Context: an optimization exercise on an open-source flow, tuned for small area and a short achievable clock period. The choices shown serve that exercise and are no tape-out recipe.
At most, simulation tests tie the RTL to the original design; equivalence was not proved.

// IEEE754_Mult
module IEEE754_Mult
(
	input clock,
	input resetn,
	input [31:0] a,
	input [31:0] b,
	output [31:0] y
);
For scale: ~1,600 cells after synthesis, about 110 flip-flops, roughly 98 I/O pins, roughly 0.016 mm² of cells after synthesis.
Settings: LEC_CHECK=0, CAP_MARGIN=20, CORE_MARGIN=2, CORE_UTILIZATION=40, SETUP_SLACK_MARGIN=5, SLEW_MARGIN=20, SYNTH_HIERARCHICAL=1; clock period 11.0 ns.
standard.sh (not shown) runs the stock make flow with config.mk's settings and CLKGATE_MAP_FILE= SYNTH_SCRIPT=/design/flow/synth_recipe.tcl, a recipe that flattens the netlist after the stock synthesis.
==> flow/flow/run.sh <==
#!/bin/bash
set -euo pipefail
bash standard.sh SETUP_SLACK_MARGIN=7 finish > standard.log 2>&1
Change:
==> flow/run.sh (new file) <==
#!/bin/bash
# synth_recipe.tcl (not shown) runs the flow's synth.tcl, then flattens the netlist and writes it again
# the make line also repeats each setting of config.mk as NAME=value (left out here)
make -C /OpenROAD-flow-scripts/flow DESIGN_CONFIG=/design/flow/config.mk WORK_HOME=/design/flow/orfs CLKGATE_MAP_FILE= SYNTH_SCRIPT=/design/flow/synth_recipe.tcl finish
removed: flow/flow/run.sh
removed: flow/standard.sh
Outcome:
- setup slack is worse by 0.69 ns
- routed wire length falls by 20%
- area after synthesis stays the same
No functional check of the RTL was part of any run of this note.

* * *

run 1:
IEEE754_Mult again, from the RTL that the note above started with.
Settings: LEC_CHECK=0, CAP_MARGIN=20, CORE_MARGIN=2, CORE_UTILIZATION=40, SETUP_SLACK_MARGIN=5, SLEW_MARGIN=20, SYNTH_HIERARCHICAL=1; clock period 11.0 ns.
==> flow/flow/run.sh <==
#!/bin/bash
set -euo pipefail
bash standard.sh SETUP_SLACK_MARGIN=8 TNS_END_PERCENT=1 finish > standard.log 2>&1
Edits applied to the flow inputs when going from run 1 to run 2:
==> flow/flow/run.sh <==
#!/bin/bash
set -euo pipefail
bash standard.sh SETUP_SLACK_MARGIN=6.5 TNS_END_PERCENT=1 finish > standard.log 2>&1
Results
Run 2 -> run 1: time the final worst path needs with I/O delays and setup delta 0, exact match. Comparing run 2 against run 1, there is no change at all in final cell count. From run 1 to run 2, hold slack did not move at all. Global-route wire length before repair: run 2 vs run 1 identical. From run 1 to run 2, tap cell instance count did not move at all.
--- input diff run 2..run 3 ---
==> flow/flow/run.sh <==
#!/bin/bash
set -euo pipefail
bash standard.sh SETUP_SLACK_MARGIN=6 TNS_END_PERCENT=5 finish > standard.log 2>&1
Findings:
The timing endpoint of the critical path comes out y[3] in one run and y[7] in the other, namely in run 2 and run 3 respectively.
[run 3] detailed-route wire length per cell fell about 6% relative to run 2
The final reports for run 3 and run 2 show setup slack after layout lower in the former.
Initial antenna violation count down 1 in run 3 wrt run 2
Function was not checked in any run of this note: the RTL went through the layout flow alone.

* * *

IEEE754_Mult, a different RTL version from the one above (not shown whole).
Size in the first run: about 1600 cells after synthesis, roughly 110 flip-flops, roughly 98 I/O pins, ~16000 um2 of cells after synthesis.
clock: 11.0 ns
lec_check: 0
cap_margin: 20
core_margin: 2
core_utilization: 40
cts_buf_list: sky130_fd_sc_hd__clkbuf_16
cts_cluster_diameter: 400
cts_cluster_size: 60
setup_slack_margin: 5
slew_margin: 20
synth_hierarchical: 1
==> flow/flow/run.sh <==
#!/bin/bash
set -euo pipefail
bash standard.sh SETUP_SLACK_MARGIN=7 TNS_END_PERCENT=1 "BUFFER_PORTS_ARGS=-buffer_cell sky130_fd_sc_hd__buf_2"  finish > standard.log 2>&1
The first run completed without violations.
Rerun with:
==> flow/flow/run.sh (replaced) <==
#!/bin/bash
set -euo pipefail
bash standard.sh SETUP_SLACK_MARGIN=6.6 TNS_END_PERCENT=100 "BUFFER_PORTS_ARGS=-buffer_cell sky130_fd_sc_hd__buf_2"  finish > standard.log 2>&1
CTS_BUF_LIST = sky130_fd_sc_hd__clkbuf_4 sky130_fd_sc_hd__clkbuf_8   (was sky130_fd_sc_hd__clkbuf_16)
CTS_CLUSTER_DIAMETER = default   (was 400)
CTS_CLUSTER_SIZE = default   (was 60)
Effect: Worst setup slack degrades by 0.078 ns. Cell area climbs by 6.9%. Die area does not change. Final cell count climbs by 2.4%. Hold slack improves by 0.0043 ns.

static timing again, ports no longer ideal:
The results above use ideal ports. As a check the final layouts listed here were re-extracted and re-timed, cells and wires unchanged. Step 1 assumes that a clkbuf_16 drives the clock port and a buf_2 every other input. Step 2 moves the port delays by t, midway between the first and last clock arrival at a register: inputs arrive t later, outputs are due t later. That takes back most of the time a late clock gives input paths. a / b / c = ideal / step 1 / step 2; a / b = the first two.
run | shift t [ns] | setup slack, ns | hold slack, ns | worst setup path after step 2
the first run of note 1 | 0.421 | 5.945 / 5.894 / 6.316 | 0.334 / 0.334 / 0.334 | register to output
the second run of note 1 | 0.413 | 5.257 / 5.206 / 5.608 | 0.327 / 0.327 / 0.327 | register to register
run 1 | 0.422 | 5.928 / 5.875 / 6.051 | 0.332 / 0.332 / 0.332 | register to register
run 2 | 0.422 | 5.928 / 5.875 / 6.051 | 0.332 / 0.332 / 0.332 | register to register
run 3 | 0.413 | 5.754 / 5.702 / 5.768 | 0.324 / 0.324 / 0.324 | register to register
the first run of note 3 | 0.460 | 6.372 / 6.329 / 6.433 | 0.327 / 0.327 / 0.327 | register to register
the second run of note 3 | 0.504 | 6.293 / 6.253 / 6.590 | 0.332 / 0.332 / 0.332 | register to register
After both steps setup and hold are still met in every run listed.
